From an optimization exercise on the open Yosys and OpenROAD flow, aimed at small area; shortcuts taken in it are not production practice. RTL that was checked went through simulation tests only; none was proved equivalent to the original. The RTL of run 1 was laid out without a check of its function. No activity file was given, so power comes from the tool's default toggle rates.

==> flow/design.v, too long to show whole: its modules and the start of the top module <==
// module custom_alu_top: 28 lines
// module custom_alu: 4109 lines
module custom_alu_top(
    input             CLK,
    input      [31:0] RA,
    input      [31:0] RB,
    input      [4:0]  ALU_OP,
    output reg [31:0] Y,
    output reg        C
    );
  // ...
==> flow/run.sh <==
#!/bin/bash
# synth_recipe.tcl (not shown) runs the flow's synth.tcl, then flattens the netlist and writes it again
# the make line also repeats each setting of config.mk as NAME=value (left out here)
make -C /OpenROAD-flow-scripts/flow DESIGN_CONFIG=/design/flow/config.mk WORK_HOME=/design/flow/orfs CLKGATE_MAP_FILE= SYNTH_SCRIPT=/design/flow/synth_recipe.tcl finish
==> flow/config.mk <==
export PLATFORM = sky130hd
export DESIGN_NAME = custom_alu_top
export DESIGN_NICKNAME = custom_alu_top
export VERILOG_FILES = /design/flow/design.v
export SDC_FILE = /design/flow/constraint.sdc
export NUM_CORES = 4
export LEC_CHECK = 0
export CAP_MARGIN = 20
export CORE_MARGIN = 2
export CORE_UTILIZATION = 40
export CTS_CLUSTER_DIAMETER = 60
export CTS_CLUSTER_SIZE = 10
export SLEW_MARGIN = 20
==> flow/constraint.sdc <==
create_clock -name core_clock -period 75.0 [get_ports {CLK}]
set_input_delay 15.0000 -clock core_clock [delete_from_list [all_inputs] [get_ports {CLK}]]
set_output_delay 15.0000 -clock core_clock [all_outputs]
set_load 0.01 [all_outputs]
==> impl_results.md, run 1 <==
- Clk tree area frac: less than 1%
- Seq group: 67.0 µW
- Power Total: approximately 940 µW
- GR Util met3: approximately 6.6%
- Reg-to-Reg Start: rb_q[28]
- Largest family of logic cells by synthesized area: compound AO/OA/AOI/OAI gates
- Max H-tree Level: 3
- CP most frequent cell: fa_1
- Ys flop type: dfxtp_1
- Uppermost layer routed: met5
- Outcome: no timing/DRC/antenna violations
- Metal3 WL: approximately 17000 µm
- Slew Limit Headroom: between 10% and 20%
- Most frequent cells in the layout: ha_1, nand2_1, buf_4, nor2_1, a21oi_1
- Combinational fraction of design power: between 80 and 90%
- Post-synthesis sequential area ratio: around 5.6%
- Largest class: multi-input gates
- Worst R2R Setup Slack: between 2 and 2.5 ns
- Post-synthesis register bit count: about 100
- M1 GR Usage: between 50% and 60%
- Vias in the first global route: 39.9k
- Finished Core Util: between 40 and 50%
- Maximum root-to-sink buffer count: 2
- P_int: 429 µW
- Final WS setup: about 2.4 ns
- Clock Pin Slew Worst Setup and Hold Paths: roughly 0.090 ns
- Hold Startpoint: ra_q[29]
- Commonest non-fill, non-tap cell in the layout: ha_1
- Global route overflow: 0
- Share of post-route cells with drive strength above 1: about 18%
- Setup_tns: 0 ns
- Top-count cell post-synth: nand2_1
- Hold Crit Class: reg -> reg
- CP arrival: 72.88 ns
- CP Class: reg -> reg
- Synth cell count leaders: nand2_1, ha_1, nor2_1
- Buf/Inv on CP: 35
- M2 GR Usage: about three fifths
- Post-synthesis xor/xnor area fraction: around 7.8%
- Post-CTS Hold Fix Bufs: 0
==> run 2, diff against run 1 <==
--- a/flow/design.v
+++ b/flow/design.v
@@ -49,124 +49,125 @@
 wire [31:0] bhi;
 assign bhi[31] = 1'b0;
 genvar k;
 generate
     for (k = 30; k >= 0; k = k - 1) begin : g_bhi
         assign bhi[k] = bhi[k+1] | bo[k+1];
     end
 endgenerate
-wire [31:0] yc  = m ? RA : ~bo;        
+wire [31:0] am  = {32{m}} & RA;        
+wire [31:0] nbd = ~({32{m}} | bo);     
 wire [31:0] ax  = {32{~m}} & RA;       
 wire [31:0] q;                         
 wire [0:0] x0, y0, r0;
 assign x0[0] = ax[31];
-assign y0 = yc[0:0];
+assign y0 = (am[0:0] & {1{bo[31]}}) | nbd[0:0];
     wire [1:0] a0_c;
     wire [0:0] a0_s;
     assign a0_c[0] = ~m;
     assign a0_s[0] = x0[0] ^ y0[0] ^ a0_c[0];
     assign a0_c[1] = (x0[0] & y0[0]) | (a0_c[0] & (x0[0] ^ y0[0]));
 assign q[0] = d & a0_c[1] & ~bhi[0];
-wire sel0 = (m & bo[31]) | q[0];
+wire sel0 = m | q[0];
 assign r0 = sel0 ? {a0_s[0]} : x0;
 wire [1:0] x1, y1, r1;
 assign x1[0] = ax[30];
 assign x1[1:1] = r0;
-assign y1 = yc[1:0];
+assign y1 = (am[1:0] & {2{bo[30]}}) | nbd[1:0];
     wire [2:0] a1_c;
     wire [1:0] a1_s;
     assign a1_c[0] = ~m;
     assign a1_s[0] = x1[0] ^ y1[0] ^ a1_c[0];
     assign a1_c[1] = (x1[0] & y1[0]) | (a1_c[0] & (x1[0] ^ y1[0]));
     assign a1_s[1] = x1[1] ^ y1[1] ^ a1_c[1];
     assign a1_c[2] = (x1[1] & y1[1]) | (a1_c[1] & (x1[1] ^ y1[1]));
 assign q[1] = d & a1_c[2] & ~bhi[1];
-wire sel1 = (m & bo[30]) | q[1];
+wire sel1 = m | q[1];
 assign r1 = sel1 ? {a1_s[1], a1_s[0]} : x1;
 wire [2:0] x2, y2, r2;
 assign x2[0] = ax[29];
 assign x2[2:1] = r1;
-assign y2 = yc[2:0];
+assign y2 = (am[2:0] & {3{bo[29]}}) | nbd[2:0];
     wire [3:0] a2_c;
     wire [2:0] a2_s;
     assign a2_c[0] = ~m;
     assign a2_s[0] = x2[0] ^ y2[0] ^ a2_c[0];
     assign a2_c[1] = (x2[0] & y2[0]) | (a2_c[0] & (x2[0] ^ y2[0]));
     assign a2_s[1] = x2[1] ^ y2[1] ^ a2_c[1];
     assign a2_c[2] = (x2[1] & y2[1]) | (a2_c[1] & (x2[1] ^ y2[1]));
     assign a2_s[2] = x2[2] ^ y2[2] ^ a2_c[2];
     assign a2_c[3] = (x2[2] & y2[2]) | (a2_c[2] & (x2[2] ^ y2[2]));
 assign q[2] = d & a2_c[3] & ~bhi[2];
-wire sel2 = (m & bo[29]) | q[2];
+wire sel2 = m | q[2];
 assign r2 = sel2 ? {a2_s[2], a2_s[1], a2_s[0]} : x2;
 wire [3:0] x3, y3, r3;
 assign x3[0] = ax[28];
 assign x3[3:1] = r2;
-assign y3 = yc[3:0];
+assign y3 = (am[3:0] & {4{bo[28]}}) | nbd[3:0];
     wire [4:0] a3_c;
     wire [3:0] a3_s;
     assign a3_c[0] = ~m;
     assign a3_s[0] = x3[0] ^ y3[0] ^ a3_c[0];
     assign a3_c[1] = (x3[0] & y3[0]) | (a3_c[0] & (x3[0] ^ y3[0]));
     assign a3_s[1] = x3[1] ^ y3[1] ^ a3_c[1];
     assign a3_c[2] = (x3[1] & y3[1]) | (a3_c[1] & (x3[1] ^ y3[1]));
     assign a3_s[2] = x3[2] ^ y3[2] ^ a3_c[2];
     assign a3_c[3] = (x3[2] & y3[2]) | (a3_c[2] & (x3[2] ^ y3[2]));
     assign a3_s[3] = x3[3] ^ y3[3] ^ a3_c[3];
     assign a3_c[4] = (x3[3] & y3[3]) | (a3_c[3] & (x3[3] ^ y3[3]));
 assign q[3] = d & a3_c[4] & ~bhi[3];
-wire sel3 = (m & bo[28]) | q[3];
+wire sel3 = m | q[3];
 assign r3 = sel3 ? {a3_s[3], a3_s[2], a3_s[1], a3_s[0]} : x3;
 wire [4:0] x4, y4, r4;
 assign x4[0] = ax[27];
 assign x4[4:1] = r3;
-assign y4 = yc[4:0];
+assign y4 = (am[4:0] & {5{bo[27]}}) | nbd[4:0];
     wire [5:0] a4_c;
     wire [4:0] a4_s;
     assign a4_c[0] = ~m;
     assign a4_s[0] = x4[0] ^ y4[0] ^ a4_c[0];
     assign a4_c[1] = (x4[0] & y4[0]) | (a4_c[0] & (x4[0] ^ y4[0]));
     assign a4_s[1] = x4[1] ^ y4[1] ^ a4_c[1];
     assign a4_c[2] = (x4[1] & y4[1]) | (a4_c[1] & (x4[1] ^ y4[1]));
     assign a4_s[2] = x4[2] ^ y4[2] ^ a4_c[2];
     assign a4_c[3] = (x4[2] & y4[2]) | (a4_c[2] & (x4[2] ^ y4[2]));
     assign a4_s[3] = x4[3] ^ y4[3] ^ a4_c[3];
     assign a4_c[4] = (x4[3] & y4[3]) | (a4_c[3] & (x4[3] ^ y4[3]));
     assign a4_s[4] = x4[4] ^ y4[4] ^ a4_c[4];
     assign a4_c[5] = (x4[4] & y4[4]) | (a4_c[4] & (x4[4] ^ y4[4]));
 assign q[4] = d & a4_c[5] & ~bhi[4];
-wire sel4 = (m & bo[27]) | q[4];
+wire sel4 = m | q[4];
 assign r4 = sel4 ? {a4_s[4], a4_s[3], a4_s[2], a4_s[1], a4_s[0]} : x4;
 wire [5:0] x5, y5, r5;
 assign x5[0] = ax[26];
 assign x5[5:1] = r4;
-assign y5 = yc[5:0];
+assign y5 = (am[5:0] & {6{bo[26]}}) | nbd[5:0];
     wire [6:0] a5_c;
     wire [5:0] a5_s;
     assign a5_c[0] = ~m;
     assign a5_s[0] = x5[0] ^ y5[0] ^ a5_c[0];
     assign a5_c[1] = (x5[0] & y5[0]) | (a5_c[0] & (x5[0] ^ y5[0]));
     assign a5_s[1] = x5[1] ^ y5[1] ^ a5_c[1];
     assign a5_c[2] = (x5[1] & y5[1]) | (a5_c[1] & (x5[1] ^ y5[1]));
     assign a5_s[2] = x5[2] ^ y5[2] ^ a5_c[2];
     assign a5_c[3] = (x5[2] & y5[2]) | (a5_c[2] & (x5[2] ^ y5[2]));
     assign a5_s[3] = x5[3] ^ y5[3] ^ a5_c[3];
     assign a5_c[4] = (x5[3] & y5[3]) | (a5_c[3] & (x5[3] ^ y5[3]));
     assign a5_s[4] = x5[4] ^ y5[4] ^ a5_c[4];
     assign a5_c[5] = (x5[4] & y5[4]) | (a5_c[4] & (x5[4] ^ y5[4]));
     assign a5_s[5] = x5[5] ^ y5[5] ^ a5_c[5];
     assign a5_c[6] = (x5[5] & y5[5]) | (a5_c[5] & (x5[5] ^ y5[5]));
 assign q[5] = d & a5_c[6] & ~bhi[5];
-wire sel5 = (m & bo[26]) | q[5];
+wire sel5 = m | q[5];
 assign r5 = sel5 ? {a5_s[5], a5_s[4], a5_s[3], a5_s[2], a5_s[1], a5_s[0]} : x5;
 wire [6:0] x6, y6, r6;
 assign x6[0] = ax[25];
 assign x6[6:1] = r5;
-assign y6 = yc[6:0];
+assign y6 = (am[6:0] & {7{bo[25]}}) | nbd[6:0];
     wire [7:0] a6_c;
     wire [6:0] a6_s;
     assign a6_c[0] = ~m;
     assign a6_s[0] = x6[0] ^ y6[0] ^ a6_c[0];
     assign a6_c[1] = (x6[0] & y6[0]) | (a6_c[0] & (x6[0] ^ y6[0]));
     assign a6_s[1] = x6[1] ^ y6[1] ^ a6_c[1];
     assign a6_c[2] = (x6[1] & y6[1]) | (a6_c[1] & (x6[1] ^ y6[1]));
     assign a6_s[2] = x6[2] ^ y6[2] ^ a6_c[2];
@@ -175,22 +176,22 @@
     assign a6_c[4] = (x6[3] & y6[3]) | (a6_c[3] & (x6[3] ^ y6[3]));
     assign a6_s[4] = x6[4] ^ y6[4] ^ a6_c[4];
     assign a6_c[5] = (x6[4] & y6[4]) | (a6_c[4] & (x6[4] ^ y6[4]));
     assign a6_s[5] = x6[5] ^ y6[5] ^ a6_c[5];
     assign a6_c[6] = (x6[5] & y6[5]) | (a6_c[5] & (x6[5] ^ y6[5]));
     assign a6_s[6] = x6[6] ^ y6[6] ^ a6_c[6];
     assign a6_c[7] = (x6[6] & y6[6]) | (a6_c[6] & (x6[6] ^ y6[6]));
 assign q[6] = d & a6_c[7] & ~bhi[6];
-wire sel6 = (m & bo[25]) | q[6];
+wire sel6 = m | q[6];
 assign r6 = sel6 ? {a6_s[6], a6_s[5], a6_s[4], a6_s[3], a6_s[2], a6_s[1], a6_s[0]} : x6;
 wire [7:0] x7, y7, r7;
 assign x7[0] = ax[24];
 assign x7[7:1] = r6;
-assign y7 = yc[7:0];
+assign y7 = (am[7:0] & {8{bo[24]}}) | nbd[7:0];
     wire [8:0] a7_c;
     wire [7:0] a7_s;
     assign a7_c[0] = ~m;
     assign a7_s[0] = x7[0] ^ y7[0] ^ a7_c[0];
     assign a7_c[1] = (x7[0] & y7[0]) | (a7_c[0] & (x7[0] ^ y7[0]));
     assign a7_s[1] = x7[1] ^ y7[1] ^ a7_c[1];
     assign a7_c[2] = (x7[1] & y7[1]) | (a7_c[1] & (x7[1] ^ y7[1]));
     assign a7_s[2] = x7[2] ^ y7[2] ^ a7_c[2];
@@ -201,22 +202,22 @@
     assign a7_c[5] = (x7[4] & y7[4]) | (a7_c[4] & (x7[4] ^ y7[4]));
     assign a7_s[5] = x7[5] ^ y7[5] ^ a7_c[5];
     assign a7_c[6] = (x7[5] & y7[5]) | (a7_c[5] & (x7[5] ^ y7[5]));
     assign a7_s[6] = x7[6] ^ y7[6] ^ a7_c[6];
     assign a7_c[7] = (x7[6] & y7[6]) | (a7_c[6] & (x7[6] ^ y7[6]));
     assign a7_s[7] = x7[7] ^ y7[7] ^ a7_c[7];
     assign a7_c[8] = (x7[7] & y7[7]) | (a7_c[7] & (x7[7] ^ y7[7]));
 assign q[7] = d & a7_c[8] & ~bhi[7];
-wire sel7 = (m & bo[24]) | q[7];
+wire sel7 = m | q[7];
 assign r7 = sel7 ? {a7_s[7], a7_s[6], a7_s[5], a7_s[4], a7_s[3], a7_s[2], a7_s[1], a7_s[0]} : x7;
 wire [8:0] x8, y8, r8;
 assign x8[0] = ax[23];
 assign x8[8:1] = r7;
-assign y8 = yc[8:0];
+assign y8 = (am[8:0] & {9{bo[23]}}) | nbd[8:0];
     wire [9:0] a8_p, a8_g;
     assign a8_p[0] = 1'b0;
     assign a8_g[0] = ~m;
     assign a8_p[1] = x8[0] ^ y8[0];
     assign a8_g[1] = x8[0] & y8[0];
     assign a8_p[2] = x8[1] ^ y8[1];
     assign a8_g[2] = x8[1] & y8[1];
     assign a8_p[3] = x8[2] ^ y8[2];
@@ -267,22 +268,22 @@
     wire a8_s2 = a8_p[3] ^ a8_G1_2;
     wire a8_s3 = a8_p[4] ^ a8_G1_3;
     wire a8_s4 = a8_p[5] ^ a8_G2_4;
     wire a8_s5 = a8_p[6] ^ a8_G2_5;
     wire a8_s6 = a8_p[7] ^ a8_G2_6;
     wire a8_s7 = a8_p[8] ^ a8_G2_7;
     wire a8_s8 = a8_p[9] ^ a8_G3_8;
 assign q[8] = d & a8_G3_9 & ~bhi[8];
-wire sel8 = (m & bo[23]) | q[8];
+wire sel8 = m | q[8];
 assign r8 = sel8 ? {a8_s8, a8_s7, a8_s6, a8_s5, a8_s4, a8_s3, a8_s2, a8_s1, a8_s0} : x8;
 wire [9:0] x9, y9, r9;
 assign x9[0] = ax[22];
 assign x9[9:1] = r8;
-assign y9 = yc[9:0];
+assign y9 = (am[9:0] & {10{bo[22]}}) | nbd[9:0];
     wire [10:0] a9_p, a9_g;
     assign a9_p[0] = 1'b0;
     assign a9_g[0] = ~m;
     assign a9_p[1] = x9[0] ^ y9[0];
     assign a9_g[1] = x9[0] & y9[0];
     assign a9_p[2] = x9[1] ^ y9[1];
     assign a9_g[2] = x9[1] & y9[1];
     assign a9_p[3] = x9[2] ^ y9[2];
@@ -340,22 +341,22 @@
     wire a9_s3 = a9_p[4] ^ a9_G1_3;
     wire a9_s4 = a9_p[5] ^ a9_G2_4;
     wire a9_s5 = a9_p[6] ^ a9_G2_5;
     wire a9_s6 = a9_p[7] ^ a9_G2_6;
     wire a9_s7 = a9_p[8] ^ a9_G2_7;
     wire a9_s8 = a9_p[9] ^ a9_G3_8;
     wire a9_s9 = a9_p[10] ^ a9_G3_9;
 assign q[9] = d & a9_G3_10 & ~bhi[9];
-wire sel9 = (m & bo[22]) | q[9];
+wire sel9 = m | q[9];
 assign r9 = sel9 ? {a9_s9, a9_s8, a9_s7, a9_s6, a9_s5, a9_s4, a9_s3, a9_s2, a9_s1, a9_s0} : x9;
 wire [10:0] x10, y10, r10;
 assign x10[0] = ax[21];
 assign x10[10:1] = r9;
-assign y10 = yc[10:0];
+assign y10 = (am[10:0] & {11{bo[21]}}) | nbd[10:0];
     wire [11:0] a10_p, a10_g;
     assign a10_p[0] = 1'b0;
     assign a10_g[0] = ~m;
     assign a10_p[1] = x10[0] ^ y10[0];
     assign a10_g[1] = x10[0] & y10[0];
     assign a10_p[2] = x10[1] ^ y10[1];
     assign a10_g[2] = x10[1] & y10[1];
     assign a10_p[3] = x10[2] ^ y10[2];
@@ -422,22 +423,22 @@
     wire a10_s4 = a10_p[5] ^ a10_G2_4;
     wire a10_s5 = a10_p[6] ^ a10_G2_5;
     wire a10_s6 = a10_p[7] ^ a10_G2_6;
     wire a10_s7 = a10_p[8] ^ a10_G2_7;
     wire a10_s8 = a10_p[9] ^ a10_G3_8;
     wire a10_s9 = a10_p[10] ^ a10_G3_9;
     wire a10_s10 = a10_p[11] ^ a10_G3_10;
 assign q[10] = d & a10_G3_11 & ~bhi[10];
-wire sel10 = (m & bo[21]) | q[10];
+wire sel10 = m | q[10];
 assign r10 = sel10 ? {a10_s10, a10_s9, a10_s8, a10_s7, a10_s6, a10_s5, a10_s4, a10_s3, a10_s2, a10_s1, a10_s0} : x10;
 wire [11:0] x11, y11, r11;
 assign x11[0] = ax[20];
 assign x11[11:1] = r10;
-assign y11 = yc[11:0];
+assign y11 = (am[11:0] & {12{bo[20]}}) | nbd[11:0];
     wire [12:0] a11_p, a11_g;
     assign a11_p[0] = 1'b0;
     assign a11_g[0] = ~m;
     assign a11_p[1] = x11[0] ^ y11[0];
     assign a11_g[1] = x11[0] & y11[0];
     assign a11_p[2] = x11[1] ^ y11[1];
     assign a11_g[2] = x11[1] & y11[1];
     assign a11_p[3] = x11[2] ^ y11[2];
@@ -511,22 +512,22 @@
     wire a11_s5 = a11_p[6] ^ a11_G2_5;
     wire a11_s6 = a11_p[7] ^ a11_G2_6;
     wire a11_s7 = a11_p[8] ^ a11_G2_7;
     wire a11_s8 = a11_p[9] ^ a11_G3_8;
     wire a11_s9 = a11_p[10] ^ a11_G3_9;
     wire a11_s10 = a11_p[11] ^ a11_G3_10;
     wire a11_s11 = a11_p[12] ^ a11_G3_11;
 assign q[11] = d & a11_G3_12 & ~bhi[11];
-wire sel11 = (m & bo[20]) | q[11];
+wire sel11 = m | q[11];
 assign r11 = sel11 ? {a11_s11, a11_s10, a11_s9, a11_s8, a11_s7, a11_s6, a11_s5, a11_s4, a11_s3, a11_s2, a11_s1, a11_s0} : x11;
 wire [12:0] x12, y12, r12;
 assign x12[0] = ax[19];
 assign x12[12:1] = r11;
-assign y12 = yc[12:0];
+assign y12 = (am[12:0] & {13{bo[19]}}) | nbd[12:0];
     wire [13:0] a12_p, a12_g;
     assign a12_p[0] = 1'b0;
     assign a12_g[0] = ~m;
     assign a12_p[1] = x12[0] ^ y12[0];
     assign a12_g[1] = x12[0] & y12[0];
     assign a12_p[2] = x12[1] ^ y12[1];
     assign a12_g[2] = x12[1] & y12[1];
     assign a12_p[3] = x12[2] ^ y12[2];
@@ -609,22 +610,22 @@
     wire a12_s6 = a12_p[7] ^ a12_G2_6;
     wire a12_s7 = a12_p[8] ^ a12_G2_7;
     wire a12_s8 = a12_p[9] ^ a12_G3_8;
     wire a12_s9 = a12_p[10] ^ a12_G3_9;
     wire a12_s10 = a12_p[11] ^ a12_G3_10;
     wire a12_s11 = a12_p[12] ^ a12_G3_11;
     wire a12_s12 = a12_p[13] ^ a12_G3_12;
 assign q[12] = d & a12_G3_13 & ~bhi[12];
-wire sel12 = (m & bo[19]) | q[12];
+wire sel12 = m | q[12];
 assign r12 = sel12 ? {a12_s12, a12_s11, a12_s10, a12_s9, a12_s8, a12_s7, a12_s6, a12_s5, a12_s4, a12_s3, a12_s2, a12_s1, a12_s0} : x12;
 wire [13:0] x13, y13, r13;
 assign x13[0] = ax[18];
 assign x13[13:1] = r12;
-assign y13 = yc[13:0];
+assign y13 = (am[13:0] & {14{bo[18]}}) | nbd[13:0];
     wire [14:0] a13_p, a13_g;
     assign a13_p[0] = 1'b0;
     assign a13_g[0] = ~m;
     assign a13_p[1] = x13[0] ^ y13[0];
     assign a13_g[1] = x13[0] & y13[0];
     assign a13_p[2] = x13[1] ^ y13[1];
     assign a13_g[2] = x13[1] & y13[1];
     assign a13_p[3] = x13[2] ^ y13[2];
@@ -716,22 +717,22 @@
     wire a13_s7 = a13_p[8] ^ a13_G2_7;
     wire a13_s8 = a13_p[9] ^ a13_G3_8;
     wire a13_s9 = a13_p[10] ^ a13_G3_9;
     wire a13_s10 = a13_p[11] ^ a13_G3_10;
     wire a13_s11 = a13_p[12] ^ a13_G3_11;
     wire a13_s12 = a13_p[13] ^ a13_G3_12;
     wire a13_s13 = a13_p[14] ^ a13_G3_13;
 assign q[13] = d & a13_G3_14 & ~bhi[13];
-wire sel13 = (m & bo[18]) | q[13];
+wire sel13 = m | q[13];
 assign r13 = sel13 ? {a13_s13, a13_s12, a13_s11, a13_s10, a13_s9, a13_s8, a13_s7, a13_s6, a13_s5, a13_s4, a13_s3, a13_s2, a13_s1, a13_s0} : x13;
 wire [14:0] x14, y14, r14;
 assign x14[0] = ax[17];
 assign x14[14:1] = r13;
-assign y14 = yc[14:0];
+assign y14 = (am[14:0] & {15{bo[17]}}) | nbd[14:0];
     wire [15:0] a14_p, a14_g;
     assign a14_p[0] = 1'b0;
     assign a14_g[0] = ~m;
     assign a14_p[1] = x14[0] ^ y14[0];
     assign a14_g[1] = x14[0] & y14[0];
     assign a14_p[2] = x14[1] ^ y14[1];
     assign a14_g[2] = x14[1] & y14[1];
     assign a14_p[3] = x14[2] ^ y14[2];
@@ -834,22 +835,22 @@
     wire a14_s8 = a14_p[9] ^ a14_G3_8;
     wire a14_s9 = a14_p[10] ^ a14_G3_9;
     wire a14_s10 = a14_p[11] ^ a14_G3_10;
     wire a14_s11 = a14_p[12] ^ a14_G3_11;
     wire a14_s12 = a14_p[13] ^ a14_G3_12;
     wire a14_s13 = a14_p[14] ^ a14_G3_13;
     wire a14_s14 = a14_p[15] ^ a14_G3_14;
 assign q[14] = d & a14_G3_15 & ~bhi[14];
-wire sel14 = (m & bo[17]) | q[14];
+wire sel14 = m | q[14];
 assign r14 = sel14 ? {a14_s14, a14_s13, a14_s12, a14_s11, a14_s10, a14_s9, a14_s8, a14_s7, a14_s6, a14_s5, a14_s4, a14_s3, a14_s2, a14_s1, a14_s0} : x14;
 wire [15:0] x15, y15, r15;
 assign x15[0] = ax[16];
 assign x15[15:1] = r14;
-assign y15 = yc[15:0];
+assign y15 = (am[15:0] & {16{bo[16]}}) | nbd[15:0];
     wire [16:0] a15_p, a15_g;
     assign a15_p[0] = 1'b0;
     assign a15_g[0] = ~m;
     assign a15_p[1] = x15[0] ^ y15[0];
     assign a15_g[1] = x15[0] & y15[0];
     assign a15_p[2] = x15[1] ^ y15[1];
     assign a15_g[2] = x15[1] & y15[1];
     assign a15_p[3] = x15[2] ^ y15[2];
@@ -957,22 +958,22 @@
     wire a15_s9 = a15_p[10] ^ a15_G3_9;
     wire a15_s10 = a15_p[11] ^ a15_G3_10;
     wire a15_s11 = a15_p[12] ^ a15_G3_11;
     wire a15_s12 = a15_p[13] ^ a15_G3_12;
     wire a15_s13 = a15_p[14] ^ a15_G3_13;
     wire a15_s14 = a15_p[15] ^ a15_G3_14;
     wire a15_s15 = a15_p[16] ^ a15_G3_15;
 assign q[15] = d & a15_G4_16 & ~bhi[15];
-wire sel15 = (m & bo[16]) | q[15];
+wire sel15 = m | q[15];
 assign r15 = sel15 ? {a15_s15, a15_s14, a15_s13, a15_s12, a15_s11, a15_s10, a15_s9, a15_s8, a15_s7, a15_s6, a15_s5, a15_s4, a15_s3, a15_s2, a15_s1, a15_s0} : x15;
 wire [16:0] x16, y16, r16;
 assign x16[0] = ax[15];
 assign x16[16:1] = r15;
-assign y16 = yc[16:0];
+assign y16 = (am[16:0] & {17{bo[15]}}) | nbd[16:0];
     wire [17:0] a16_p, a16_g;
     assign a16_p[0] = 1'b0;
     assign a16_g[0] = ~m;
     assign a16_p[1] = x16[0] ^ y16[0];
     assign a16_g[1] = x16[0] & y16[0];
     assign a16_p[2] = x16[1] ^ y16[1];
     assign a16_g[2] = x16[1] & y16[1];
     assign a16_p[3] = x16[2] ^ y16[2];
@@ -1087,22 +1088,22 @@
     wire a16_s10 = a16_p[11] ^ a16_G3_10;
     wire a16_s11 = a16_p[12] ^ a16_G3_11;
     wire a16_s12 = a16_p[13] ^ a16_G3_12;
     wire a16_s13 = a16_p[14] ^ a16_G3_13;
     wire a16_s14 = a16_p[15] ^ a16_G3_14;
     wire a16_s15 = a16_p[16] ^ a16_G3_15;
     wire a16_s16 = a16_p[17] ^ a16_G4_16;
 assign q[16] = d & a16_G4_17 & ~bhi[16];
-wire sel16 = (m & bo[15]) | q[16];
+wire sel16 = m | q[16];
 assign r16 = sel16 ? {a16_s16, a16_s15, a16_s14, a16_s13, a16_s12, a16_s11, a16_s10, a16_s9, a16_s8, a16_s7, a16_s6, a16_s5, a16_s4, a16_s3, a16_s2, a16_s1, a16_s0} : x16;
 wire [17:0] x17, y17, r17;
 assign x17[0] = ax[14];
 assign x17[17:1] = r16;
-assign y17 = yc[17:0];
+assign y17 = (am[17:0] & {18{bo[14]}}) | nbd[17:0];
     wire [18:0] a17_p, a17_g;
     assign a17_p[0] = 1'b0;
     assign a17_g[0] = ~m;
     assign a17_p[1] = x17[0] ^ y17[0];
     assign a17_g[1] = x17[0] & y17[0];
     assign a17_p[2] = x17[1] ^ y17[1];
     assign a17_g[2] = x17[1] & y17[1];
     assign a17_p[3] = x17[2] ^ y17[2];
@@ -1224,22 +1225,22 @@
     wire a17_s11 = a17_p[12] ^ a17_G3_11;
     wire a17_s12 = a17_p[13] ^ a17_G3_12;
     wire a17_s13 = a17_p[14] ^ a17_G3_13;
     wire a17_s14 = a17_p[15] ^ a17_G3_14;
     wire a17_s15 = a17_p[16] ^ a17_G3_15;
     wire a17_s16 = a17_p[17] ^ a17_G4_16;
     wire a17_s17 = a17_p[18] ^ a17_G4_17;
 assign q[17] = d & a17_G4_18 & ~bhi[17];
-wire sel17 = (m & bo[14]) | q[17];
+wire sel17 = m | q[17];
 assign r17 = sel17 ? {a17_s17, a17_s16, a17_s15, a17_s14, a17_s13, a17_s12, a17_s11, a17_s10, a17_s9, a17_s8, a17_s7, a17_s6, a17_s5, a17_s4, a17_s3, a17_s2, a17_s1, a17_s0} : x17;
 wire [18:0] x18, y18, r18;
 assign x18[0] = ax[13];
 assign x18[18:1] = r17;
-assign y18 = yc[18:0];
+assign y18 = (am[18:0] & {19{bo[13]}}) | nbd[18:0];
     wire [19:0] a18_p, a18_g;
     assign a18_p[0] = 1'b0;
     assign a18_g[0] = ~m;
     assign a18_p[1] = x18[0] ^ y18[0];
     assign a18_g[1] = x18[0] & y18[0];
     assign a18_p[2] = x18[1] ^ y18[1];
     assign a18_g[2] = x18[1] & y18[1];
     assign a18_p[3] = x18[2] ^ y18[2];
@@ -1370,22 +1371,22 @@
     wire a18_s12 = a18_p[13] ^ a18_G3_12;
     wire a18_s13 = a18_p[14] ^ a18_G3_13;
     wire a18_s14 = a18_p[15] ^ a18_G3_14;
     wire a18_s15 = a18_p[16] ^ a18_G3_15;
     wire a18_s16 = a18_p[17] ^ a18_G4_16;
     wire a18_s17 = a18_p[18] ^ a18_G4_17;
     wire a18_s18 = a18_p[19] ^ a18_G4_18;
 assign q[18] = d & a18_G4_19 & ~bhi[18];
-wire sel18 = (m & bo[13]) | q[18];
+wire sel18 = m | q[18];
 assign r18 = sel18 ? {a18_s18, a18_s17, a18_s16, a18_s15, a18_s14, a18_s13, a18_s12, a18_s11, a18_s10, a18_s9, a18_s8, a18_s7, a18_s6, a18_s5, a18_s4, a18_s3, a18_s2, a18_s1, a18_s0} : x18;
 wire [19:0] x19, y19, r19;
 assign x19[0] = ax[12];
 assign x19[19:1] = r18;
-assign y19 = yc[19:0];
+assign y19 = (am[19:0] & {20{bo[12]}}) | nbd[19:0];
     wire [20:0] a19_p, a19_g;
     assign a19_p[0] = 1'b0;
     assign a19_g[0] = ~m;
     assign a19_p[1] = x19[0] ^ y19[0];
     assign a19_g[1] = x19[0] & y19[0];
     assign a19_p[2] = x19[1] ^ y19[1];
     assign a19_g[2] = x19[1] & y19[1];
     assign a19_p[3] = x19[2] ^ y19[2];
@@ -1523,22 +1524,22 @@
     wire a19_s13 = a19_p[14] ^ a19_G3_13;
     wire a19_s14 = a19_p[15] ^ a19_G3_14;
     wire a19_s15 = a19_p[16] ^ a19_G3_15;
     wire a19_s16 = a19_p[17] ^ a19_G4_16;
     wire a19_s17 = a19_p[18] ^ a19_G4_17;
     wire a19_s18 = a19_p[19] ^ a19_G4_18;
     wire a19_s19 = a19_p[20] ^ a19_G4_19;
 assign q[19] = d & a19_G4_20 & ~bhi[19];
-wire sel19 = (m & bo[12]) | q[19];
+wire sel19 = m | q[19];
 assign r19 = sel19 ? {a19_s19, a19_s18, a19_s17, a19_s16, a19_s15, a19_s14, a19_s13, a19_s12, a19_s11, a19_s10, a19_s9, a19_s8, a19_s7, a19_s6, a19_s5, a19_s4, a19_s3, a19_s2, a19_s1, a19_s0} : x19;
 wire [20:0] x20, y20, r20;
 assign x20[0] = ax[11];
 assign x20[20:1] = r19;
-assign y20 = yc[20:0];
+assign y20 = (am[20:0] & {21{bo[11]}}) | nbd[20:0];
     wire [21:0] a20_p, a20_g;
     assign a20_p[0] = 1'b0;
     assign a20_g[0] = ~m;
     assign a20_p[1] = x20[0] ^ y20[0];
     assign a20_g[1] = x20[0] & y20[0];
     assign a20_p[2] = x20[1] ^ y20[1];
     assign a20_g[2] = x20[1] & y20[1];
     assign a20_p[3] = x20[2] ^ y20[2];
@@ -1685,22 +1686,22 @@
     wire a20_s14 = a20_p[15] ^ a20_G3_14;
     wire a20_s15 = a20_p[16] ^ a20_G3_15;
     wire a20_s16 = a20_p[17] ^ a20_G4_16;
     wire a20_s17 = a20_p[18] ^ a20_G4_17;
     wire a20_s18 = a20_p[19] ^ a20_G4_18;
     wire a20_s19 = a20_p[20] ^ a20_G4_19;
     wire a20_s20 = a20_p[21] ^ a20_G4_20;
 assign q[20] = d & a20_G4_21 & ~bhi[20];
-wire sel20 = (m & bo[11]) | q[20];
+wire sel20 = m | q[20];
 assign r20 = sel20 ? {a20_s20, a20_s19, a20_s18, a20_s17, a20_s16, a20_s15, a20_s14, a20_s13, a20_s12, a20_s11, a20_s10, a20_s9, a20_s8, a20_s7, a20_s6, a20_s5, a20_s4, a20_s3, a20_s2, a20_s1, a20_s0} : x20;
 wire [21:0] x21, y21, r21;
 assign x21[0] = ax[10];
 assign x21[21:1] = r20;
-assign y21 = yc[21:0];
+assign y21 = (am[21:0] & {22{bo[10]}}) | nbd[21:0];
     wire [22:0] a21_p, a21_g;
     assign a21_p[0] = 1'b0;
     assign a21_g[0] = ~m;
     assign a21_p[1] = x21[0] ^ y21[0];
     assign a21_g[1] = x21[0] & y21[0];
     assign a21_p[2] = x21[1] ^ y21[1];
     assign a21_g[2] = x21[1] & y21[1];
     assign a21_p[3] = x21[2] ^ y21[2];
@@ -1856,22 +1857,22 @@
     wire a21_s15 = a21_p[16] ^ a21_G3_15;
     wire a21_s16 = a21_p[17] ^ a21_G4_16;
     wire a21_s17 = a21_p[18] ^ a21_G4_17;
     wire a21_s18 = a21_p[19] ^ a21_G4_18;
     wire a21_s19 = a21_p[20] ^ a21_G4_19;
     wire a21_s20 = a21_p[21] ^ a21_G4_20;
     wire a21_s21 = a21_p[22] ^ a21_G4_21;
 assign q[21] = d & a21_G4_22 & ~bhi[21];
-wire sel21 = (m & bo[10]) | q[21];
+wire sel21 = m | q[21];
 assign r21 = sel21 ? {a21_s21, a21_s20, a21_s19, a21_s18, a21_s17, a21_s16, a21_s15, a21_s14, a21_s13, a21_s12, a21_s11, a21_s10, a21_s9, a21_s8, a21_s7, a21_s6, a21_s5, a21_s4, a21_s3, a21_s2, a21_s1, a21_s0} : x21;
 wire [22:0] x22, y22, r22;
 assign x22[0] = ax[9];
 assign x22[22:1] = r21;
-assign y22 = yc[22:0];
+assign y22 = (am[22:0] & {23{bo[9]}}) | nbd[22:0];
     wire [23:0] a22_p, a22_g;
     assign a22_p[0] = 1'b0;
     assign a22_g[0] = ~m;
     assign a22_p[1] = x22[0] ^ y22[0];
     assign a22_g[1] = x22[0] & y22[0];
     assign a22_p[2] = x22[1] ^ y22[1];
     assign a22_g[2] = x22[1] & y22[1];
     assign a22_p[3] = x22[2] ^ y22[2];
@@ -2038,22 +2039,22 @@
     wire a22_s16 = a22_p[17] ^ a22_G4_16;
     wire a22_s17 = a22_p[18] ^ a22_G4_17;
     wire a22_s18 = a22_p[19] ^ a22_G4_18;
     wire a22_s19 = a22_p[20] ^ a22_G4_19;
     wire a22_s20 = a22_p[21] ^ a22_G4_20;
     wire a22_s21 = a22_p[22] ^ a22_G4_21;
     wire a22_s22 = a22_p[23] ^ a22_G4_22;
 assign q[22] = d & a22_G4_23 & ~bhi[22];
-wire sel22 = (m & bo[9]) | q[22];
+wire sel22 = m | q[22];
 assign r22 = sel22 ? {a22_s22, a22_s21, a22_s20, a22_s19, a22_s18, a22_s17, a22_s16, a22_s15, a22_s14, a22_s13, a22_s12, a22_s11, a22_s10, a22_s9, a22_s8, a22_s7, a22_s6, a22_s5, a22_s4, a22_s3, a22_s2, a22_s1, a22_s0} : x22;
 wire [23:0] x23, y23, r23;
 assign x23[0] = ax[8];
 assign x23[23:1] = r22;
-assign y23 = yc[23:0];
+assign y23 = (am[23:0] & {24{bo[8]}}) | nbd[23:0];
     wire [24:0] a23_p, a23_g;
     assign a23_p[0] = 1'b0;
     assign a23_g[0] = ~m;
     assign a23_p[1] = x23[0] ^ y23[0];
     assign a23_g[1] = x23[0] & y23[0];
     assign a23_p[2] = x23[1] ^ y23[1];
     assign a23_g[2] = x23[1] & y23[1];
     assign a23_p[3] = x23[2] ^ y23[2];
@@ -2227,22 +2228,22 @@
     wire a23_s17 = a23_p[18] ^ a23_G4_17;
     wire a23_s18 = a23_p[19] ^ a23_G4_18;
     wire a23_s19 = a23_p[20] ^ a23_G4_19;
     wire a23_s20 = a23_p[21] ^ a23_G4_20;
     wire a23_s21 = a23_p[22] ^ a23_G4_21;
     wire a23_s22 = a23_p[23] ^ a23_G4_22;
     wire a23_s23 = a23_p[24] ^ a23_G4_23;
 assign q[23] = d & a23_G4_24 & ~bhi[23];
-wire sel23 = (m & bo[8]) | q[23];
+wire sel23 = m | q[23];
 assign r23 = sel23 ? {a23_s23, a23_s22, a23_s21, a23_s20, a23_s19, a23_s18, a23_s17, a23_s16, a23_s15, a23_s14, a23_s13, a23_s12, a23_s11, a23_s10, a23_s9, a23_s8, a23_s7, a23_s6, a23_s5, a23_s4, a23_s3, a23_s2, a23_s1, a23_s0} : x23;
 wire [24:0] x24, y24, r24;
 assign x24[0] = ax[7];
 assign x24[24:1] = r23;
-assign y24 = yc[24:0];
+assign y24 = (am[24:0] & {25{bo[7]}}) | nbd[24:0];
     wire [25:0] a24_p, a24_g;
     assign a24_p[0] = 1'b0;
     assign a24_g[0] = ~m;
     assign a24_p[1] = x24[0] ^ y24[0];
     assign a24_g[1] = x24[0] & y24[0];
     assign a24_p[2] = x24[1] ^ y24[1];
     assign a24_g[2] = x24[1] & y24[1];
     assign a24_p[3] = x24[2] ^ y24[2];
@@ -2425,22 +2426,22 @@
     wire a24_s18 = a24_p[19] ^ a24_G4_18;
     wire a24_s19 = a24_p[20] ^ a24_G4_19;
     wire a24_s20 = a24_p[21] ^ a24_G4_20;
     wire a24_s21 = a24_p[22] ^ a24_G4_21;
     wire a24_s22 = a24_p[23] ^ a24_G4_22;
     wire a24_s23 = a24_p[24] ^ a24_G4_23;
     wire a24_s24 = a24_p[25] ^ a24_G4_24;
 assign q[24] = d & a24_G4_25 & ~bhi[24];
-wire sel24 = (m & bo[7]) | q[24];
+wire sel24 = m | q[24];
 assign r24 = sel24 ? {a24_s24, a24_s23, a24_s22, a24_s21, a24_s20, a24_s19, a24_s18, a24_s17, a24_s16, a24_s15, a24_s14, a24_s13, a24_s12, a24_s11, a24_s10, a24_s9, a24_s8, a24_s7, a24_s6, a24_s5, a24_s4, a24_s3, a24_s2, a24_s1, a24_s0} : x24;
 wire [25:0] x25, y25, r25;
 assign x25[0] = ax[6];
 assign x25[25:1] = r24;
-assign y25 = yc[25:0];
+assign y25 = (am[25:0] & {26{bo[6]}}) | nbd[25:0];
     wire [26:0] a25_p, a25_g;
     assign a25_p[0] = 1'b0;
     assign a25_g[0] = ~m;
     assign a25_p[1] = x25[0] ^ y25[0];
     assign a25_g[1] = x25[0] & y25[0];
     assign a25_p[2] = x25[1] ^ y25[1];
     assign a25_g[2] = x25[1] & y25[1];
     assign a25_p[3] = x25[2] ^ y25[2];
@@ -2632,22 +2633,22 @@
     wire a25_s19 = a25_p[20] ^ a25_G4_19;
     wire a25_s20 = a25_p[21] ^ a25_G4_20;
     wire a25_s21 = a25_p[22] ^ a25_G4_21;
     wire a25_s22 = a25_p[23] ^ a25_G4_22;
     wire a25_s23 = a25_p[24] ^ a25_G4_23;
     wire a25_s24 = a25_p[25] ^ a25_G4_24;
     wire a25_s25 = a25_p[26] ^ a25_G4_25;
 assign q[25] = d & a25_G4_26 & ~bhi[25];
-wire sel25 = (m & bo[6]) | q[25];
+wire sel25 = m | q[25];
 assign r25 = sel25 ? {a25_s25, a25_s24, a25_s23, a25_s22, a25_s21, a25_s20, a25_s19, a25_s18, a25_s17, a25_s16, a25_s15, a25_s14, a25_s13, a25_s12, a25_s11, a25_s10, a25_s9, a25_s8, a25_s7, a25_s6, a25_s5, a25_s4, a25_s3, a25_s2, a25_s1, a25_s0} : x25;
 wire [26:0] x26, y26, r26;
 assign x26[0] = ax[5];
 assign x26[26:1] = r25;
-assign y26 = yc[26:0];
+assign y26 = (am[26:0] & {27{bo[5]}}) | nbd[26:0];
     wire [27:0] a26_p, a26_g;
     assign a26_p[0] = 1'b0;
     assign a26_g[0] = ~m;
     assign a26_p[1] = x26[0] ^ y26[0];
     assign a26_g[1] = x26[0] & y26[0];
     assign a26_p[2] = x26[1] ^ y26[1];
     assign a26_g[2] = x26[1] & y26[1];
     assign a26_p[3] = x26[2] ^ y26[2];
@@ -2850,22 +2851,22 @@
     wire a26_s20 = a26_p[21] ^ a26_G4_20;
     wire a26_s21 = a26_p[22] ^ a26_G4_21;
     wire a26_s22 = a26_p[23] ^ a26_G4_22;
     wire a26_s23 = a26_p[24] ^ a26_G4_23;
     wire a26_s24 = a26_p[25] ^ a26_G4_24;
     wire a26_s25 = a26_p[26] ^ a26_G4_25;
     wire a26_s26 = a26_p[27] ^ a26_G4_26;
 assign q[26] = d & a26_G4_27 & ~bhi[26];
-wire sel26 = (m & bo[5]) | q[26];
+wire sel26 = m | q[26];
 assign r26 = sel26 ? {a26_s26, a26_s25, a26_s24, a26_s23, a26_s22, a26_s21, a26_s20, a26_s19, a26_s18, a26_s17, a26_s16, a26_s15, a26_s14, a26_s13, a26_s12, a26_s11, a26_s10, a26_s9, a26_s8, a26_s7, a26_s6, a26_s5, a26_s4, a26_s3, a26_s2, a26_s1, a26_s0} : x26;
 wire [27:0] x27, y27, r27;
 assign x27[0] = ax[4];
 assign x27[27:1] = r26;
-assign y27 = yc[27:0];
+assign y27 = (am[27:0] & {28{bo[4]}}) | nbd[27:0];
     wire [28:0] a27_p, a27_g;
     assign a27_p[0] = 1'b0;
     assign a27_g[0] = ~m;
     assign a27_p[1] = x27[0] ^ y27[0];
     assign a27_g[1] = x27[0] & y27[0];
     assign a27_p[2] = x27[1] ^ y27[1];
     assign a27_g[2] = x27[1] & y27[1];
     assign a27_p[3] = x27[2] ^ y27[2];
@@ -3077,22 +3078,22 @@
     wire a27_s21 = a27_p[22] ^ a27_G4_21;
     wire a27_s22 = a27_p[23] ^ a27_G4_22;
     wire a27_s23 = a27_p[24] ^ a27_G4_23;
     wire a27_s24 = a27_p[25] ^ a27_G4_24;
     wire a27_s25 = a27_p[26] ^ a27_G4_25;
     wire a27_s26 = a27_p[27] ^ a27_G4_26;
     wire a27_s27 = a27_p[28] ^ a27_G4_27;
 assign q[27] = d & a27_G4_28 & ~bhi[27];
-wire sel27 = (m & bo[4]) | q[27];
+wire sel27 = m | q[27];
 assign r27 = sel27 ? {a27_s27, a27_s26, a27_s25, a27_s24, a27_s23, a27_s22, a27_s21, a27_s20, a27_s19, a27_s18, a27_s17, a27_s16, a27_s15, a27_s14, a27_s13, a27_s12, a27_s11, a27_s10, a27_s9, a27_s8, a27_s7, a27_s6, a27_s5, a27_s4, a27_s3, a27_s2, a27_s1, a27_s0} : x27;
 wire [28:0] x28, y28, r28;
 assign x28[0] = ax[3];
 assign x28[28:1] = r27;
-assign y28 = yc[28:0];
+assign y28 = (am[28:0] & {29{bo[3]}}) | nbd[28:0];
     wire [29:0] a28_p, a28_g;
     assign a28_p[0] = 1'b0;
     assign a28_g[0] = ~m;
     assign a28_p[1] = x28[0] ^ y28[0];
     assign a28_g[1] = x28[0] & y28[0];
     assign a28_p[2] = x28[1] ^ y28[1];
     assign a28_g[2] = x28[1] & y28[1];
     assign a28_p[3] = x28[2] ^ y28[2];
@@ -3315,22 +3316,22 @@
     wire a28_s22 = a28_p[23] ^ a28_G4_22;
     wire a28_s23 = a28_p[24] ^ a28_G4_23;
     wire a28_s24 = a28_p[25] ^ a28_G4_24;
     wire a28_s25 = a28_p[26] ^ a28_G4_25;
     wire a28_s26 = a28_p[27] ^ a28_G4_26;
     wire a28_s27 = a28_p[28] ^ a28_G4_27;
     wire a28_s28 = a28_p[29] ^ a28_G4_28;
 assign q[28] = d & a28_G4_29 & ~bhi[28];
-wire sel28 = (m & bo[3]) | q[28];
+wire sel28 = m | q[28];
 assign r28 = sel28 ? {a28_s28, a28_s27, a28_s26, a28_s25, a28_s24, a28_s23, a28_s22, a28_s21, a28_s20, a28_s19, a28_s18, a28_s17, a28_s16, a28_s15, a28_s14, a28_s13, a28_s12, a28_s11, a28_s10, a28_s9, a28_s8, a28_s7, a28_s6, a28_s5, a28_s4, a28_s3, a28_s2, a28_s1, a28_s0} : x28;
 wire [29:0] x29, y29, r29;
 assign x29[0] = ax[2];
 assign x29[29:1] = r28;
-assign y29 = yc[29:0];
+assign y29 = (am[29:0] & {30{bo[2]}}) | nbd[29:0];
     wire [30:0] a29_p, a29_g;
     assign a29_p[0] = 1'b0;
     assign a29_g[0] = ~m;
     assign a29_p[1] = x29[0] ^ y29[0];
     assign a29_g[1] = x29[0] & y29[0];
     assign a29_p[2] = x29[1] ^ y29[1];
     assign a29_g[2] = x29[1] & y29[1];
     assign a29_p[3] = x29[2] ^ y29[2];
@@ -3564,22 +3565,22 @@
     wire a29_s23 = a29_p[24] ^ a29_G4_23;
     wire a29_s24 = a29_p[25] ^ a29_G4_24;
     wire a29_s25 = a29_p[26] ^ a29_G4_25;
     wire a29_s26 = a29_p[27] ^ a29_G4_26;
     wire a29_s27 = a29_p[28] ^ a29_G4_27;
     wire a29_s28 = a29_p[29] ^ a29_G4_28;
     wire a29_s29 = a29_p[30] ^ a29_G4_29;
 assign q[29] = d & a29_G4_30 & ~bhi[29];
-wire sel29 = (m & bo[2]) | q[29];
+wire sel29 = m | q[29];
 assign r29 = sel29 ? {a29_s29, a29_s28, a29_s27, a29_s26, a29_s25, a29_s24, a29_s23, a29_s22, a29_s21, a29_s20, a29_s19, a29_s18, a29_s17, a29_s16, a29_s15, a29_s14, a29_s13, a29_s12, a29_s11, a29_s10, a29_s9, a29_s8, a29_s7, a29_s6, a29_s5, a29_s4, a29_s3, a29_s2, a29_s1, a29_s0} : x29;
 wire [30:0] x30, y30, r30;
 assign x30[0] = ax[1];
 assign x30[30:1] = r29;
-assign y30 = yc[30:0];
+assign y30 = (am[30:0] & {31{bo[1]}}) | nbd[30:0];
     wire [31:0] a30_p, a30_g;
     assign a30_p[0] = 1'b0;
     assign a30_g[0] = ~m;
     assign a30_p[1] = x30[0] ^ y30[0];
     assign a30_g[1] = x30[0] & y30[0];
     assign a30_p[2] = x30[1] ^ y30[1];
     assign a30_g[2] = x30[1] & y30[1];
     assign a30_p[3] = x30[2] ^ y30[2];
@@ -3826,21 +3827,21 @@
     wire a30_s24 = a30_p[25] ^ a30_G4_24;
     wire a30_s25 = a30_p[26] ^ a30_G4_25;
     wire a30_s26 = a30_p[27] ^ a30_G4_26;
     wire a30_s27 = a30_p[28] ^ a30_G4_27;
     wire a30_s28 = a30_p[29] ^ a30_G4_28;
     wire a30_s29 = a30_p[30] ^ a30_G4_29;
     wire a30_s30 = a30_p[31] ^ a30_G4_30;
 assign q[30] = d & a30_G4_31 & ~bhi[30];
-wire sel30 = (m & bo[1]) | q[30];
+wire sel30 = m | q[30];
 assign r30 = sel30 ? {a30_s30, a30_s29, a30_s28, a30_s27, a30_s26, a30_s25, a30_s24, a30_s23, a30_s22, a30_s21, a30_s20, a30_s19, a30_s18, a30_s17, a30_s16, a30_s15, a30_s14, a30_s13, a30_s12, a30_s11, a30_s10, a30_s9, a30_s8, a30_s7, a30_s6, a30_s5, a30_s4, a30_s3, a30_s2, a30_s1, a30_s0} : x30;
 wire [31:0] x31, y31;
 assign x31 = {r30, ax[0]};
-assign y31 = m ? (RA & {32{bo[0]}}) : (op_add ? bo : ~bo);
+assign y31 = m ? (am & {32{bo[0]}}) : (op_add ? bo : ~bo);
     wire [32:0] a31_p, a31_g;
     assign a31_p[0] = 1'b0;
     assign a31_g[0] = ~m & ~op_add;
     assign a31_p[1] = x31[0] ^ y31[0];
     assign a31_g[1] = x31[0] & y31[0];
     assign a31_p[2] = x31[1] ^ y31[1];
     assign a31_g[2] = x31[1] & y31[1];
     assign a31_p[3] = x31[2] ^ y31[2];
==> flow/config.mk (replaced) <==
export PLATFORM = sky130hd
export DESIGN_NAME = custom_alu_top
export DESIGN_NICKNAME = custom_alu_top
export VERILOG_FILES = /design/flow/design.v
export SDC_FILE = /design/flow/constraint.sdc
export NUM_CORES = 4
export LEC_CHECK = 0
export ABC_AREA = 1
export CAP_MARGIN = 20
export CORE_MARGIN = 2
export CORE_UTILIZATION = 40
export CTS_CLUSTER_DIAMETER = 60
export CTS_CLUSTER_SIZE = 10
export SLEW_MARGIN = 20
==> impl_results.md, run 2 <==
- Synth cell count leaders: nand2_1, inv_1, o21ai_0
- Pwr dens: about 22 nW/µm²
- Power Total: 1.02 mW (+8.0%)
- Largest stage delay, worst path: about 0.57 ns
- Num ports: 103
- HPWL Detailed: 130000 µm
- Worst Reg-to-Reg Cells: 529
- Initial Utilization: between 40% and 50%
- Hold Startpoint: op_q[4]
- First-pass GRT wire length: 249000 µm
- Largest net degree at the start of global routing: between 80 and 90
- Row cnt: 115
- Hold Crit Class: reg -> reg
- Outcome: no timing/DRC/antenna violations
- Critical R2R Capture: C
- Endpoints failing hold: 0
- Hold EP: Y[0]
- Required @ worst endpoint: 75.33 ns
- Drt wl/cell: 22.0 µm
- Core area: between 90000 and 100000 µm²
- Nets: about 7.2k
- Crit-path max FO: 19
- Levels on crit path: approximately 530
- Final clock skew: 0.0434 ns
- Area grow syn2layout: 16.0%
- CP Class: reg -> reg
- Yosys cell types: 89
- Maximum root-to-sink buffer count: 2 (unchanged)
- Final max-slew violation count: 0
- Fillers: approximately 10k
- Post-synth EDFFs: 0
- CP endpoint kind: register
- Commonest non-fill, non-tap cell in the layout: nand2_1
- Vias in the first global route: 40.8k (+2.2%)
- Post-synthesis register bit count: 102 (unchanged)
- Die Wd: around 320 µm
- Combinational fraction of design power: 87.6% (+0.4 points)
- Buf/Inv on CP: 84 (+140%)
- Worst-Skew Late Latency: approximately 0.46 ns
- TritonCTS buffer count: 9
- Worst setup path end: C
- Via/cell ratio: ~5.8
- Post-Syn Nets: approximately 7k
- Antenna violations before repair: 11
- Largest delay share family, worst path: simple AND/OR/NAND/NOR gates
- Clock net power: between 60 and 70 µW
- Drt pass-1 iters: 6
- Max H-tree Level: 3 (unchanged)
- Synth Area per Inst: 6.29 µm²
- Critical Path Source Type: register
- P_leak: 23.6 nW
- Root Buffer: clkbuf_16
- Slew Limit Headroom: 19.5% (+6.5 points)
- CP most frequent cell: nand2_1
- Total GRT Usage: 32.0%
- Post-CTS Hold Fix Bufs: 0 (unchanged)
- Post-route ant nets: 0
- Power Combinational: just under 900 µW
- P_int: 432 µW (+0.74%)
- Worst vdd ir: roughly 0.000018 V
- Final setup fails: 0
- Ys flop type: dfxtp_1
- Remaining DRCs: 0
- Most frequent cells in the layout: nand2_1, inv_1, o21ai_0, ha_1, buf_4
- Post-synthesis sequential area ratio: 5.16% (-0.41 points)
- Syn Std Cell Area: slightly below 40000 µm²
- Max-cap violation count: 0
- Reg-to-Reg Start: op_q[2]
- Full die area: between 100000 and 150000 µm²
- 1st-iter DRT viols: between 4k and 5k
- Die height: 318 µm
- Worst Tran Pin Value: between 1 and 1.5 ns
- Final worst-path cycle share: between 90% and 100%
- Achievable Freq: 0.0141 GHz
- RePlAce Congestion: 1.04
- Synth area leader: ha_1
- Slowest-stage cell, CP: or4_4
- CTS Sinks: 102
- Hold depth: 4
- Sw Share: 57.6%
- Global route overflow: 0 (unchanged)
- Vias: between 40k and 50k
- Port bufs: about 100
- CP arrival: 71.41 ns (-1.47 ns)
- Finished Core Util: 46.7% (-2.7 points)
- Switching power: 586 µW
- Top cell type's share of synthesized area: 15.6%
- Top power group: combinational cells
- Top post-synthesis cells by area: ha_1, nand2_1, o21ai_0
- Ys async rst share: 0%
- Syn Inst Count: 6283
- Share of post-route cells with drive strength above 1: 20.2% (+2.2 points)
- TritonCTS clock tree: yes
- Yosys Warn Count: 2
- Final wirelength: between 150000 and 200000 µm
- Top Registers: Y x32, ra_q x32, rb_q x32
- Seq pwr share: under 10%
- Top-count cell post-synth: nand2_1
- Critical path origin: op_q[2]
- Seq group: 65.1 µW (-3%)
- Clock Pin Slew Worst Setup and Hold Paths: 0.12 ns (+0.03 ns)
- Clk network pwr share: 6.1%
- Minimum clock period: a little over 70 ns
- Worst R2R Setup Slack: 3.93 ns (+1.51 ns)
-- run 2: cell types whose count changed after synthesis, sizes merged, moves of 129 or more --
cell | previous run | this run
o21a | 152 | 23
inv | 279 | 968
nand3 | 98 | 379
o21ai | 315 | 822
nor2 | 453 | 319
nand2 | 534 | 1622
-- run 2: logic make-up after synthesis --
family / synth area share, %
AND/OR/NAND/NOR: 34.0
AO/OA/AOI/OAI: 20.0
buffers and inverters: 13.6
adder cells (fa/ha/maj): 22.0
XOR/XNOR: 5.10
flip-flops: 5.16
multiplexers: 0.155
-- run 2: layout make-up --
type / instances / area [µm²] / area share (%)
timing repair inverter: 7 / 66.3 / 0.145
antenna: 4 / 10.0 / 0.0218
sequential: 102 / 2050 / 4.48
clock inverter: 7 / 111 / 0.243
timing repair buffer: 486 / 4340 / 9.47
inverter: 984 / 3840 / 8.36
clock buffer: 9 / 225 / 0.491
tap: 1287 / 1610 / 3.51
multi-input combinational: 4955 / 33600 / 73.3
-- run 2: metrics by stage --
stage | area [µm²] | instances | setup slack, ns | hold slack (ns) | TNS [ns]
CTS | 43000 | 7696 | 0.0367 | 0.836 | 0
finish | 45900 | 7841 | 3.93 | 0.870 | 0
global placement | 42500 | 7679 | -0.346 | 0.826 | -0.346
floorplan | 39600 | 6283 | 0.0601 | 0.527 | 0
detailed placement | 42500 | 7680 | -1.83 | 0.815 | -1.83
global route | 45900 | 7839 | -0.528 | 0.875 | -0.528
-- run 2: power by group through the flow --
| stage | Combinational [mW] | Sequential (mW) | Clock, mW |
|---|---|---|---|
| floorplan | 0.602 | 0.0639 | 0 |
| global placement | 0.792 | 0.0659 | 0 |
-- run 2: how the worst max path moves through the flow --
stage | startpoint | end | slack [ns]
2_1_floorplan | op_q[3] | C | 0.06
3_3_place_gp | rb_q[2] | C | -0.35
-- run 2: what timing repair did --
action                     in CTS  in global routing
gates cloned                    0                 15
pin swaps                       0                168
setup endpoints to repair       1                 24
resized for setup              52                505
buffers inserted                0                126
-- run 2: per-layer routing --
metal  wire length, µm  up-vias  part of all wire [%]  GRT usage, %
met1             70000    21000                    41          41.5
li1                  -    21300                     -             -
met3             16700      552                   9.7          5.93
met5                28        -                 0.016             0
met2             74800     2255                    43          50.1
met4             11000        6                   6.4          17.6

-- static timing again, ports no longer ideal --
The flow's constraints put no driver on any port. The routed layouts listed below were extracted and timed again, unchanged, in two steps.
Step 1 (the two cells are an assumption about what drives the block):
set clk [get_ports {CLK}]
set_driving_cell -lib_cell sky130_fd_sc_hd__clkbuf_16 $clk
set_driving_cell -lib_cell sky130_fd_sc_hd__buf_2 [delete_from_list [all_inputs] $clk]
Step 2 times the ports against the registers' clock, not the clock port: input delays grow and output delays shrink by t, the midpoint of the rising clock arrivals with the driver on.
a / b / c = ideal / step 1 / step 2; a / b = the first two.
run	t (ns)	setup slack, ns	worst setup path at the end	pins driven straight from the clock port
run 1	0.444	2.414 / 2.414 / 2.414	register to register	1
run 2	0.499	3.929 / 3.929 / 3.929	register to register	1
After both steps setup and hold are still met in every run listed.
